Source: an optimization exercise on an open RTL-to-GDS flow (aim: small area). Production flows keep margins and buffers that such runs may drop. In this exercise RTL edits were held to simulation tests only and were not proved equivalent to the original.

==> nickel <==
// sys_mult
module sys_mult (
    input  [31:0]  a_in,
    input  [31:0]  b_in,
    input          clk,
    input          rst,
    output [255:0] c_out);
clock: 6.5 ns
lec_check: 0
cap_margin: 20
core_margin: 2
core_utilization: 55
slew_margin: 20
standard.sh (not shown) runs the stock make flow with config.mk's settings and CLKGATE_MAP_FILE= SYNTH_SCRIPT=/design/flow/synth_recipe.tcl, a recipe that flattens the netlist after the stock synthesis.
==> flow/flow/run.sh <==
#!/bin/bash
# Layout flow: the standard flow (standard.sh) with these changes:
#  - after the standard synthesis, flow/fapol.py re-chooses the polarity of
#    full adders and of gates that have a complementary library cell, to
#    remove inverters (same logic, registers untouched), and the flow goes
#    on from that netlist;
#  - ports are buffered with buf_1 instead of the default buffer cell;
#  - CTS builds the tree from clkbuf_4/clkbuf_8 with larger sink clusters
#    and adds no dummy loads.
# Each tool's output goes to a log file of its own here.
set -euo pipefail
R=orfs/results/sky130hd/sys_mult/base
LIB=$FLOW_HOME/platforms/sky130hd/lib/sky130_fd_sc_hd__tt_025C_1v80.lib
bash standard.sh synth > synth.log 2>&1
cp $R/1_2_yosys.v $R/1_2_yosys_std.v
python3 flow/fapol.py $LIB $R/1_2_yosys_std.v $R/1_2_yosys.v > fapol.log 2>&1
rm -f $R/1_synth.odb $R/1_synth.sdc
bash standard.sh finish \
  BUFFER_PORTS_ARGS="-buffer_cell sky130_fd_sc_hd__buf_1" \
  CTS_ARGS="-sink_clustering_enable -sink_clustering_size 20 -sink_clustering_max_diameter 60 -repair_clock_nets -dont_use_dummy_load -buf_list {sky130_fd_sc_hd__clkbuf_4 sky130_fd_sc_hd__clkbuf_8}" \
  > finish.log 2>&1
Other scripts of this flow, unchanged in this note and not shown: flow/flow/fapol.py
==> xenon: changes against nickel <==
--- a/flow/design.v
+++ b/flow/design.v
@@ -6,11 +6,11 @@
     input         act,
     input  [3:1]  kin,
     input         clk,
     output [15:0] c);
 reg [15:0] acc;
-reg cr8;
+reg cr9;
     wire tp1 = c[0] & ~sh;
     wire tp2 = (c[1] & ~sh) | kin[1];
     wire tp3 = (c[2] & ~sh) | kin[2];
     wire tp4 = (c[3] & ~sh) | kin[3];
     wire tp5 = sh ? c[0] : c[4];
@@ -71,33 +71,29 @@
     wire tc60 = (tp8 & tp24) | (tp31 & (tp8 ^ tp24));
     wire ts61 = tc56 ^ ts59 ^ tc58;
     wire tc62 = (tc56 & ts59) | (tc58 & (tc56 ^ ts59));
     wire ts63 = tp9 ^ tp25 ^ tp32;
     wire tc64 = (tp9 & tp25) | (tp32 & (tp9 ^ tp25));
-    wire ts65 = tc60 ^ ts63;
-    wire tc66 = tc60 & ts63;
+    wire ts65 = tc60 ^ ts63 ^ tc62;
+    wire tc66 = (tc60 & ts63) | (tc62 & (tc60 ^ ts63));
     wire ts67 = tp10 ^ tp33 ^ tc64;
     wire tc68 = (tp10 & tp33) | (tc64 & (tp10 ^ tp33));
-    wire ts69 = tc66 ^ ts67;
-    wire tc70 = tc66 & ts67;
-    wire ts71 = tp11 ^ tp34 ^ tc68;
-    wire tc72 = (tp11 & tp34) | (tc68 & (tp11 ^ tp34));
-    wire ts73 = tc70 ^ ts71;
-    wire tc74 = tc70 & ts71;
-    wire ts75 = tp12 ^ tc72 ^ tc74;
-    wire tc76 = (tp12 & tc72) | (tc74 & (tp12 ^ tc72));
-    wire ts77 = tp13 ^ tc76;
-    wire tc78 = tp13 & tc76;
-    wire ts79 = tp14 ^ tc78;
-    wire tc80 = tp14 & tc78;
-    wire ts81 = tp15 ^ tc80;
-    wire tc82 = tp15 & tc80;
-    wire tx83 = tp16 ^ tc82;
-wire [15:0] nxt = {tx83, ts81, ts79, ts77, ts75, ts73, ts69, ts65, ts61, ts57, ts53, ts49, ts45, ts41, ts37, ts35};
+    wire ts69 = tp11 ^ tp34 ^ tc68;
+    wire tc70 = (tp11 & tp34) | (tc68 & (tp11 ^ tp34));
+    wire ts71 = tp12 ^ tc70;
+    wire tc72 = tp12 & tc70;
+    wire ts73 = tp13 ^ tc72;
+    wire tc74 = tp13 & tc72;
+    wire ts75 = tp14 ^ tc74;
+    wire tc76 = tp14 & tc74;
+    wire ts77 = tp15 ^ tc76;
+    wire tc78 = tp15 & tc76;
+    wire tx79 = tp16 ^ tc78;
+wire [15:0] nxt = {tx79, ts77, ts75, ts73, ts71, ts69, ts67, ts65, ts61, ts57, ts53, ts49, ts45, ts41, ts37, ts35};
 always @(posedge clk) begin
     acc <= nxt;
-    cr8 <= tc62;
+    cr9 <= tc66;
 end
 wire [15:0] k;    
 assign c[0] = acc[0];
 assign k[0] = 1'b0;
 assign c[1] = acc[1];
@@ -112,14 +108,13 @@
 assign k[5] = 1'b0;
 assign c[6] = acc[6];
 assign k[6] = 1'b0;
 assign c[7] = acc[7];
 assign k[7] = 1'b0;
-wire ci8 = cr8;
-assign c[8] = acc[8] ^ ci8;
-assign k[8] = acc[8] & ci8;
-wire ci9 = k[8];
+assign c[8] = acc[8];
+assign k[8] = 1'b0;
+wire ci9 = cr9;
 assign c[9] = acc[9] ^ ci9;
 assign k[9] = acc[9] & ci9;
 wire ci10 = k[9];
 assign c[10] = acc[10] ^ ci10;
 assign k[10] = acc[10] & ci10;
==> flow/flow/run.sh (replaced) <==
#!/bin/bash
# Layout flow: the standard flow (standard.sh) with these changes:
#  - after the standard synthesis, flow/fapol.py re-chooses the polarity of
#    full adders and of gates that have a complementary library cell, to
#    remove inverters (same logic, registers untouched), and the flow goes
#    on from that netlist;
#  - ports are buffered with buf_1 instead of the default buffer cell;
#  - CTS builds the tree from clkbuf_4/clkbuf_8 with sink clusters of up to 16
#    and adds no dummy loads.
# Each tool's output goes to a log file of its own here.
set -euo pipefail
R=orfs/results/sky130hd/sys_mult/base
LIB=$FLOW_HOME/platforms/sky130hd/lib/sky130_fd_sc_hd__tt_025C_1v80.lib
bash standard.sh synth > synth.log 2>&1
cp $R/1_2_yosys.v $R/1_2_yosys_std.v
python3 flow/fapol.py $LIB $R/1_2_yosys_std.v $R/1_2_yosys.v > fapol.log 2>&1
rm -f $R/1_synth.odb $R/1_synth.sdc
bash standard.sh finish \
  BUFFER_PORTS_ARGS="-buffer_cell sky130_fd_sc_hd__buf_1" \
  CTS_ARGS="-sink_clustering_enable -sink_clustering_size 16 -sink_clustering_max_diameter 50 -repair_clock_nets -dont_use_dummy_load -buf_list {sky130_fd_sc_hd__clkbuf_4 sky130_fd_sc_hd__clkbuf_8}" \
  > finish.log 2>&1
Settings changed: CAP_MARGIN 20 to 0, CORE_UTILIZATION 55 to 65, SLEW_MARGIN 20 to 0.
==> impl_metrics.env <==
export IMPL_status="finished clean"
export IMPL_grt_pass1_wl_mm=123.8
export IMPL_hpwl_mm=60.07
export IMPL_rrSetupSlack_ns=0.34
export IMPL_slew_headroom=0.1996
export IMPL_p_clk_uw=1780
export IMPL_p_leak_uw=0.01350
export IMPL_worst_slew_pin_slew_ns=1.199
export IMPL_fill_cells=3506
export IMPL_clockPowerShare=0.182
export IMPL_num_clock_buffers=54
export IMPL_coreArea_um2=45580
export IMPL_switchingPower_uw=3613
export IMPL_dp_cells=3307
export IMPL_fmax_mhz=162.4
-- figures above: xenon

==> impl_metrics.env <==
export IMPL_rrSetupSlack_ns=0.48
export IMPL_num_clock_buffers=45
export IMPL_status="finished clean"
export IMPL_p_leak_uw=0.01364
export IMPL_slew_headroom=0.2312
export IMPL_p_clk_uw=1600
export IMPL_grt_pass1_wl_mm=127.3
export IMPL_hpwl_mm=62.48
export IMPL_fill_cells=4790
export IMPL_dp_cells=3528
-- figures above: nickel

[re-timing with driven ports]
In the flow no input, the clock included, has a driving cell. The finished layouts below were timed again as built, in two steps. Step 1, drivers: a clkbuf_16 drives clk and a buf_2 each remaining input, both assumed. Step 2, shift: input delay + t, output delay - t, t = (earliest + latest rising clock arrival at the registers) / 2. This alone moves slack from input paths to output paths. Slacks: ideal / step 1 / step 2; pairs: ideal / step 1.
run	shift t [ns]	slack for setup (ns)	hold WS [ns]
nickel	0.684	0.476 / 0.476 / 0.115	0.263 / 0.263 / 0.263
xenon	0.715	0.343 / 0.343 / -0.120	0.326 / 0.326 / 0.326
Met with ideal ports but missed after step 2: setup timing in xenon. For xenon, which loses most, drivers alone change the setup slack by 0.000 ns; drivers and shift together by -0.463 ns.
